Context: an optimization exercise on an open-source flow, tuned for small area. The choices shown serve that exercise and are no tape-out recipe.
In this exercise RTL edits were held to simulation tests only and were not proved equivalent to the original.
No driver is modelled on the clock port, so clocking that relies on it looks cheaper here than on a real chip.
No activity file was given, so power comes from the tool's default toggle rates.

==> flow/design.v (excerpt) <==
module camera_init (
	input clk,
	input reset_n,
	output ready,
	output wire sda_oe,
	output wire sda,
	input wire sda_in,
	output scl
);
Settings: LEC_CHECK=0, ABC_AREA=1, CAP_MARGIN=20, CELL_PAD_IN_SITES_DETAIL_PLACEMENT=1, CORE_MARGIN=2, CORE_UTILIZATION=30, CTS_BUF_LIST=sky130_fd_sc_hd__clkbuf_2 sky130_fd_sc_hd__clkbuf_4, SLEW_MARGIN=20; clock period 10.0 ns.
standard.sh (not shown) runs the stock make flow with config.mk's settings and CLKGATE_MAP_FILE= SYNTH_SCRIPT=/design/flow/synth_recipe.tcl, a recipe that flattens the netlist after the stock synthesis.
==> flow/flow/run.sh <==
#!/bin/bash
# Layout flow: the standard synthesis, then the combinational logic of
# its netlist is re-mapped by ABC with an area-oriented script (the
# flip-flops are kept: same instances, names and cell types), then the standard flow's
# standard layout from floorplan to finish. Each tool writes its own log
# into the work folder.
set -euo pipefail
W=$PWD
R=$W/orfs/results/$FLOW_PLATFORM/camera_init/base
YOSYS=${YOSYS_EXE:-$FLOW_HOME/../tools/install/yosys/bin/yosys}

bash standard.sh synth > $W/log_1_standard_synth.log 2>&1

cp $R/1_2_yosys.v $W/standard_1_2_yosys.v
RS_LIB=$FLOW_HOME/platforms/$FLOW_PLATFORM/lib/sky130_fd_sc_hd__tt_025C_1v80.lib \
RS_IN=$W/standard_1_2_yosys.v RS_OUT=$W/resynth_1_2_yosys.v \
RS_SCRIPT=$W/flow/resynth.abc RS_TOP=$FLOW_TOP \
RS_STAT0=$W/resynth_stat_in.txt RS_STAT=$W/resynth_stat_out.txt \
RS_CONSTR=$W/flow/abc.constr \
  $YOSYS -c $W/flow/resynth.tcl > $W/log_2_resynth_yosys.log 2>&1
cp $W/resynth_1_2_yosys.v $R/1_2_yosys.v

bash standard.sh BUFFER_PORTS_ARGS="-buffer_cell sky130_fd_sc_hd__buf_1" finish > $W/log_3_standard_finish.log 2>&1
Other scripts of this flow, unchanged in this note and not shown: flow/flow/abc.constr, flow/flow/resynth.abc, flow/flow/resynth.tcl
Rerun with:
Settings changed: CORE_UTILIZATION 30 to 60, CTS_BUF_LIST sky130_fd_sc_hd__clkbuf_2 sky130_fd_sc_hd__clkbuf_4 to sky130_fd_sc_hd__clkbuf_4.
Effect:
- This time the run did not get past 5_1_grt
- synthesized cell count does not change
- area after synthesis stays the same
Rerun with:
Settings changed: CORE_UTILIZATION 60 to 40.
Now the flow produced a clean layout.
Synthesized area stays the same.
Synthesized cell count stays the same.
Rerun with:
Settings changed: CORE_UTILIZATION 40 to 30, CTS_CLUSTER_DIAMETER from default to 20.
What happened: The changed run finished with timing, DRC and antenna clean. Worst setup slack gets better by 0.21 ns. Power fell by about 1.6%. Global-route usage fell by 12 points.
Rerun with:
Settings changed: CTS_CLUSTER_DIAMETER 20 to default, CTS_CLUSTER_SIZE from default to 8.
Outcome: Total power does not change. Wire length does not change. Combinational power stays flat. Clock power hardly moves. Fmax does not change. Sequential share of layout area does not change. Cell area does not change. Clock-buffer cell count does not change. Global-route usage is unchanged. Cell count stays the same.

---

camera_init, a different RTL version from the one above (not shown whole).
Size: ~300 cells after synthesis, ~7 I/O pins, ~0.0019 mm^2 of cells after synthesis.
// camera_init
module camera_init (
	input clk,
	input reset_n,
	output ready,
	output wire sda_oe,
	output wire sda,
	input wire sda_in,
	output scl
);
Settings: LEC_CHECK=0, ABC_AREA=1, CAP_MARGIN=20, CELL_PAD_IN_SITES_DETAIL_PLACEMENT=1, CORE_MARGIN=2, CORE_UTILIZATION=30, GPL_TIMING_DRIVEN=0, SLEW_MARGIN=20; clock period 10.0 ns.
==> flow/flow/run.sh <==
#!/bin/bash
# Layout flow: the standard synthesis, then the combinational logic of
# its netlist is re-mapped by ABC with area-oriented scripts (the
# flip-flops are kept: same instances, names and cell types), then the standard flow's
# standard layout from floorplan to finish (port buffers of the smallest
# buffer cell; clock tree of clkbuf_8 without dummy loads, then its root
# buffer made a clkbuf_2 by flow/root_buf.tcl). The re-mapping (flow/resynth.tcl) is run
# with several random seeds, eight at a time, and the smallest result is
# used. Each tool writes its own log into the work folder.
set -euo pipefail
W=$PWD
R=$W/orfs/results/$FLOW_PLATFORM/camera_init/base
YOSYS=${YOSYS_EXE:-$FLOW_HOME/../tools/install/yosys/bin/yosys}
LIB=$FLOW_HOME/platforms/$FLOW_PLATFORM/lib/sky130_fd_sc_hd__tt_025C_1v80.lib
JOBS=8

bash standard.sh synth > $W/log_1_standard_synth.log 2>&1
cp $R/1_2_yosys.v $W/standard_1_2_yosys.v

resynth() {  # resynth SEED
  RS_LIB=$LIB RS_IN=$W/standard_1_2_yosys.v RS_OUT=$W/resynth_$1.v \
  RS_SEED=$1 RS_TIME=120 RS_TMP=$W/resynth_tmp_$1 RS_TOP=$FLOW_TOP \
  RS_STAT0=$W/resynth_stat_in.txt RS_STAT=$W/resynth_stat_$1.txt \
    $YOSYS -c $W/flow/resynth.tcl > $W/log_2_resynth_yosys_$1.log 2>&1 || true
}

NAMES="21 $(seq -s " " 41 87)"
n=0
for name in $NAMES; do
  resynth $name &
  n=$((n + 1))
  if (( n % JOBS == 0 )); then wait; fi
done
wait

best=""; best_area=""
for name in $NAMES; do
  a=$(awk '/Chip area/ {print $NF}' $W/resynth_stat_$name.txt 2>/dev/null || true)
  echo "$name ${a:-failed}" >> $W/resynth_choice.txt
  if [[ -n "$a" ]] && { [[ -z "$best" ]] || awk -v a="$a" -v b="$best_area" 'BEGIN {exit !(a < b)}'; }; then
    best=$name; best_area=$a
  fi
done
echo "chosen: $best, area $best_area" >> $W/resynth_choice.txt
cp $W/resynth_$best.v $R/1_2_yosys.v

CTS="-sink_clustering_enable -repair_clock_nets -buf_list sky130_fd_sc_hd__clkbuf_8 -dont_use_dummy_load"
bash standard.sh BUFFER_PORTS_ARGS="-buffer_cell sky130_fd_sc_hd__buf_1" CTS_ARGS="$CTS" cts > $W/log_3_standard_cts.log 2>&1
RB_DB=$R/4_cts.odb openroad -no_init -exit $W/flow/root_buf.tcl > $W/log_4_root_buf_openroad.log 2>&1
bash standard.sh BUFFER_PORTS_ARGS="-buffer_cell sky130_fd_sc_hd__buf_1" CTS_ARGS="$CTS" finish > $W/log_5_standard_finish.log 2>&1
==> flow/flow/resynth.tcl <==
# Re-map the combinational logic of the standard synthesis netlist for
# area. Sequential cells (and tie cells) stay black boxes, so every
# flip-flop keeps its instance, name and cell type.
# Step 1: ABC's deepsyn restructures the logic (seed RS_SEED), kept as
# simple gates. Step 2: several mapping scripts to the cell library are
# tried on that logic and the smallest result is kept.
yosys -import
set lib $::env(RS_LIB)
set seed $::env(RS_SEED)
set tmp $::env(RS_TMP)
read_liberty -ignore_miss_func $lib
foreach m {dfxtp_1 dfxtp_2 dfxtp_4 edfxtp_1 dfrtp_1 dfrtp_2 dfrtp_4 dfstp_1 dfstp_2 dfstp_4 dfxbp_1 dfxbp_2 dfrbp_1 dfrbp_2 dfbbn_1 dfbbp_1 dfsbp_1 dfsbp_2 edfxbp_1 conb_1} {
  catch { blackbox sky130_fd_sc_hd__$m }
}
read_verilog $::env(RS_IN)
hierarchy -top $::env(RS_TOP)
flatten
opt_clean -purge
tee -o $::env(RS_STAT0) stat -liberty $lib
set dont_use {}
foreach c {lpflow_bleeder_1 lpflow_clkbufkapwr_1 lpflow_clkbufkapwr_16 lpflow_clkbufkapwr_2 lpflow_clkbufkapwr_4 lpflow_clkbufkapwr_8 lpflow_clkinvkapwr_1 lpflow_clkinvkapwr_16 lpflow_clkinvkapwr_2 lpflow_clkinvkapwr_4 lpflow_clkinvkapwr_8 lpflow_decapkapwr_12 lpflow_decapkapwr_3 lpflow_decapkapwr_4 lpflow_decapkapwr_6 lpflow_decapkapwr_8 lpflow_inputiso0n_1 lpflow_inputiso0p_1 lpflow_inputiso1n_1 lpflow_inputiso1p_1 lpflow_inputisolatch_1 lpflow_isobufsrc_1 lpflow_isobufsrc_16 lpflow_isobufsrc_2 lpflow_isobufsrc_4 lpflow_isobufsrc_8 lpflow_isobufsrckapwr_16 lpflow_lsbuf_lh_hl_isowell_tap_1 lpflow_lsbuf_lh_hl_isowell_tap_2 lpflow_lsbuf_lh_hl_isowell_tap_4 lpflow_lsbuf_lh_isowell_4 lpflow_lsbuf_lh_isowell_tap_1 lpflow_lsbuf_lh_isowell_tap_2 lpflow_lsbuf_lh_isowell_tap_4 probe_p_8 probec_p_8} {
  lappend dont_use -dont_use sky130_fd_sc_hd__$c
}

proc write_script {name text} {
  set f [open $name w]
  puts $f $text
  close $f
}

# step 1
write_script $tmp.ds.abc "strash\n&get -n\n&deepsyn -T $::env(RS_TIME) -S $seed\n&put\nmap"
abc -script $tmp.ds.abc -g AND
opt_clean -purge
design -save ds

# step 2
set maps {
  "strash\ndch -f\namap -F 3 -A 10"
  "strash\ndch -f\namap -F 5 -A 20"
  "strash\ndch\namap -F 3 -A 10"
  "strash\n&get -n\n&dc2\n&put\ndch -f\namap -F 3 -A 10"
  "strash\n&get -n\n&dc2 -l\n&put\ndch -f\namap -F 3 -A 10"
  "strash\n&get -n\n&b\n&put\ndch -f\namap -F 3 -A 10"
  "strash\n&get -n\n&dch -f\n&put\ndch -f\namap -F 3 -A 10"
  "strash\ndc2\ndch -f\namap -F 3 -A 10"
  "strash\n&get -n\n&dch -f\n&nf -a -p -R 1000\n&put"
  "strash\n&get -n\n&dc2\n&dch -f\n&nf -a -p -R 1000\n&put"
}
set best ""
set best_area 0
set i 0
foreach m $maps {
  incr i
  design -load ds
  write_script $tmp.map$i.abc [subst -nocommands -novariables $m]
  abc -liberty $lib -script $tmp.map$i.abc {*}$dont_use
  opt_clean -purge
  tee -q -o $tmp.stat$i stat -liberty $lib
  set f [open $tmp.stat$i r]
  set txt [read $f]
  close $f
  if {[regexp {Chip area for module[^:]*: ([0-9.]+)} $txt -> a]} {
    puts "RESYNTH map $i area $a"
    if {$best eq "" || $a < $best_area} {
      set best $i
      set best_area $a
      design -save best
    }
  }
}
puts "RESYNTH chosen map $best area $best_area"
design -load best

hilomap -singleton -hicell sky130_fd_sc_hd__conb_1 HI -locell sky130_fd_sc_hd__conb_1 LO
opt_clean -purge
# names left by flattening the library cells contain '.': make them private
yosys rename -hide w:*.*
read_liberty -lib -ignore_redef -ignore_miss_func $lib
tee -o $::env(RS_STAT) stat -liberty $lib
check -assert -mapped
write_verilog -noattr -nohex -nodec $::env(RS_OUT)
==> flow/flow/root_buf.tcl <==
# After clock tree synthesis: the root buffer of the clock tree only drives
# the inputs of the leaf buffers, so give it the small clkbuf_2 cell (the
# leaf buffers, which drive the flip-flops, keep clkbuf_8). The smaller
# cell fits in the place of the larger one, so placement stays legal.
read_db $::env(RB_DB)
set block [ord::get_db_block]
set inst [$block findInst clkbuf_0_clk]
if { $inst != "NULL" } {
  set old [[$inst getMaster] getName]
  $inst swapMaster [[ord::get_db] findMaster sky130_fd_sc_hd__clkbuf_2]
  puts "root clock buffer [$inst getName]: $old -> [[$inst getMaster] getName]"
} else {
  puts "no root clock buffer clkbuf_0_clk found; nothing changed"
}
write_db $::env(RB_DB)
Next try:
--- a/flow/flow/run.sh
+++ b/flow/flow/run.sh
@@ -25,5 +25,5 @@
 }
 
-NAMES="21 $(seq -s " " 41 87)"
+NAMES="1 2 3 4 5 6 7 8 9 10 11 12 13 14 15 16 17 18 19 20 21 22 23 24"
 n=0
 for name in $NAMES; do
Clock power falls by about 2%.
Global-route usage shrinks by 0.66 points.
Synthesized cell count increases by 0.66%.
Setup slack gains 0.17 ns.
Sequential share of layout area went up by 0.29 points.
Total power hardly moves.
First-iteration DRC count is higher by 38%.
Wire length falls by 3.8%.
Next try:
--- a/flow/flow/run.sh
+++ b/flow/flow/run.sh
@@ -6,5 +6,5 @@
 # buffer cell; clock tree of clkbuf_8 without dummy loads, then its root
 # buffer made a clkbuf_2 by flow/root_buf.tcl). The re-mapping (flow/resynth.tcl) is run
-# with several random seeds, eight at a time, and the smallest result is
+# with several random seeds, four at a time, and the smallest result is
 # used. Each tool writes its own log into the work folder.
 set -euo pipefail
@@ -13,5 +13,5 @@
 YOSYS=${YOSYS_EXE:-$FLOW_HOME/../tools/install/yosys/bin/yosys}
 LIB=$FLOW_HOME/platforms/$FLOW_PLATFORM/lib/sky130_fd_sc_hd__tt_025C_1v80.lib
-JOBS=8
+JOBS=${NUM_CORES:-4}
 
 bash standard.sh synth > $W/log_1_standard_synth.log 2>&1
@@ -20,10 +20,10 @@
 resynth() {  # resynth SEED
   RS_LIB=$LIB RS_IN=$W/standard_1_2_yosys.v RS_OUT=$W/resynth_$1.v \
-  RS_SEED=$1 RS_TIME=120 RS_TMP=$W/resynth_tmp_$1 RS_TOP=$FLOW_TOP \
+  RS_SEED=$1 RS_TIME=240 RS_TMP=$W/resynth_tmp_$1 RS_TOP=$FLOW_TOP \
   RS_STAT0=$W/resynth_stat_in.txt RS_STAT=$W/resynth_stat_$1.txt \
     $YOSYS -c $W/flow/resynth.tcl > $W/log_2_resynth_yosys_$1.log 2>&1 || true
 }
 
-NAMES="1 2 3 4 5 6 7 8 9 10 11 12 13 14 15 16 17 18 19 20 21 22 23 24"
+NAMES="1 2 3 4 5 6 7 8"
 n=0
 for name in $NAMES; do
Synthesized cell count went up by a few percent.
Utilization went down by 0.83 points.
Die area went up by a few percent.
Sequential share of layout area fell by 0.59 points.
Area after synthesis came out higher by a few percent.
Cell area went up by a few percent.
Cell count goes up by a few percent.
Non-clock buffer count is unchanged.
Next try:
--- a/flow/flow/run.sh
+++ b/flow/flow/run.sh
@@ -4,6 +4,5 @@
 # flip-flops are kept: same instances, names and cell types), then the standard flow's
 # standard layout from floorplan to finish (port buffers of the smallest
-# buffer cell; clock tree of clkbuf_8 without dummy loads, then its root
-# buffer made a clkbuf_2 by flow/root_buf.tcl). The re-mapping (flow/resynth.tcl) is run
+# buffer cell; clock tree of clkbuf_8 without dummy loads). The re-mapping (flow/resynth.tcl) is run
 # with several random seeds, four at a time, and the smallest result is
 # used. Each tool writes its own log into the work folder.
@@ -20,10 +19,10 @@
 resynth() {  # resynth SEED
   RS_LIB=$LIB RS_IN=$W/standard_1_2_yosys.v RS_OUT=$W/resynth_$1.v \
-  RS_SEED=$1 RS_TIME=240 RS_TMP=$W/resynth_tmp_$1 RS_TOP=$FLOW_TOP \
+  RS_SEED=$1 RS_TIME=75 RS_TMP=$W/resynth_tmp_$1 RS_TOP=$FLOW_TOP \
   RS_STAT0=$W/resynth_stat_in.txt RS_STAT=$W/resynth_stat_$1.txt \
     $YOSYS -c $W/flow/resynth.tcl > $W/log_2_resynth_yosys_$1.log 2>&1 || true
 }
 
-NAMES="1 2 3 4 5 6 7 8"
+NAMES="1 2 3 4 5 6 7 8 9 10 11 12"
 n=0
 for name in $NAMES; do
@@ -46,5 +45,3 @@
 
 CTS="-sink_clustering_enable -repair_clock_nets -buf_list sky130_fd_sc_hd__clkbuf_8 -dont_use_dummy_load"
-bash standard.sh BUFFER_PORTS_ARGS="-buffer_cell sky130_fd_sc_hd__buf_1" CTS_ARGS="$CTS" cts > $W/log_3_standard_cts.log 2>&1
-RB_DB=$R/4_cts.odb openroad -no_init -exit $W/flow/root_buf.tcl > $W/log_4_root_buf_openroad.log 2>&1
-bash standard.sh BUFFER_PORTS_ARGS="-buffer_cell sky130_fd_sc_hd__buf_1" CTS_ARGS="$CTS" finish > $W/log_5_standard_finish.log 2>&1
+bash standard.sh BUFFER_PORTS_ARGS="-buffer_cell sky130_fd_sc_hd__buf_1" CTS_ARGS="$CTS" finish > $W/log_3_standard_finish.log 2>&1
- CTS_BUF_LIST: default -> sky130_fd_sc_hd__clkbuf_4 sky130_fd_sc_hd__clkbuf_8
- GPL_TIMING_DRIVEN: 0 -> default
removed: flow/flow/root_buf.tcl
Outcome: The changed run completed with no timing, DRC or antenna violations; total power went up by 1.6%; via count went up by 5.4%; setup slack gets better by 0.050 ns; clock-buffer cell count stays the same; critical path depth went down by 1; wire length went up by 14%; clock power went up by 13%; cell area went up by 1.2%; non-clock buffer count does not change; cell count does not change.

## port drivers added, routing unchanged
No port has a modelled driver above. Below, the same layouts with a new extraction and two added sets of constraints.
Step 1 assumes that a clkbuf_16 drives the clock port and a buf_2 every other input.
Step 2 adds t to the input delays and takes it off the output delays; t is the mean of the earliest and latest rising clock arrival at the registers after step 1. Input paths then give back, and output paths get back, about the clock's delay inside the block.
Slacks: ideal ports / drivers / drivers and shift; pairs: ideal ports / drivers.
| run | t, ns | slack for setup (ns) | worst hold slack (ns) | worst setup path after step 2 | worst data-port slew with drivers (ns) |
|---|---|---|---|---|---|
| the first run of note 1 | 0.328 | 2.928 / 2.905 / 3.233 | 0.468 / 0.468 / 0.468 | register to output | 0.03 |
| the third run of note 1 | 0.329 | 2.719 / 2.695 / 3.024 | 0.464 / 0.464 / 0.464 | register to output | 0.03 |
| the fourth run of note 1 | 0.328 | 2.928 / 2.905 / 3.233 | 0.468 / 0.468 / 0.468 | register to output | 0.03 |
| the fifth run of note 1 | 0.328 | 2.928 / 2.905 / 3.233 | 0.468 / 0.468 / 0.468 | register to output | 0.03 |
| the first run of note 2 | 0.315 | 3.173 / 3.153 / 3.468 | 0.410 / 0.410 / 0.410 | register to output | 0.03 |
| the second run of note 2 | 0.300 | 3.341 / 3.321 / 3.622 | 0.404 / 0.404 / 0.404 | register to output | 0.03 |
| the third run of note 2 | 0.310 | 3.562 / 3.540 / 3.850 | 0.400 / 0.400 / 0.400 | register to output | 0.03 |
| the fourth run of note 2 | 0.291 | 3.612 / 3.586 / 3.877 | 0.409 / 0.409 / 0.409 | register to output | 0.03 |
After both steps every run listed still meets setup and hold.
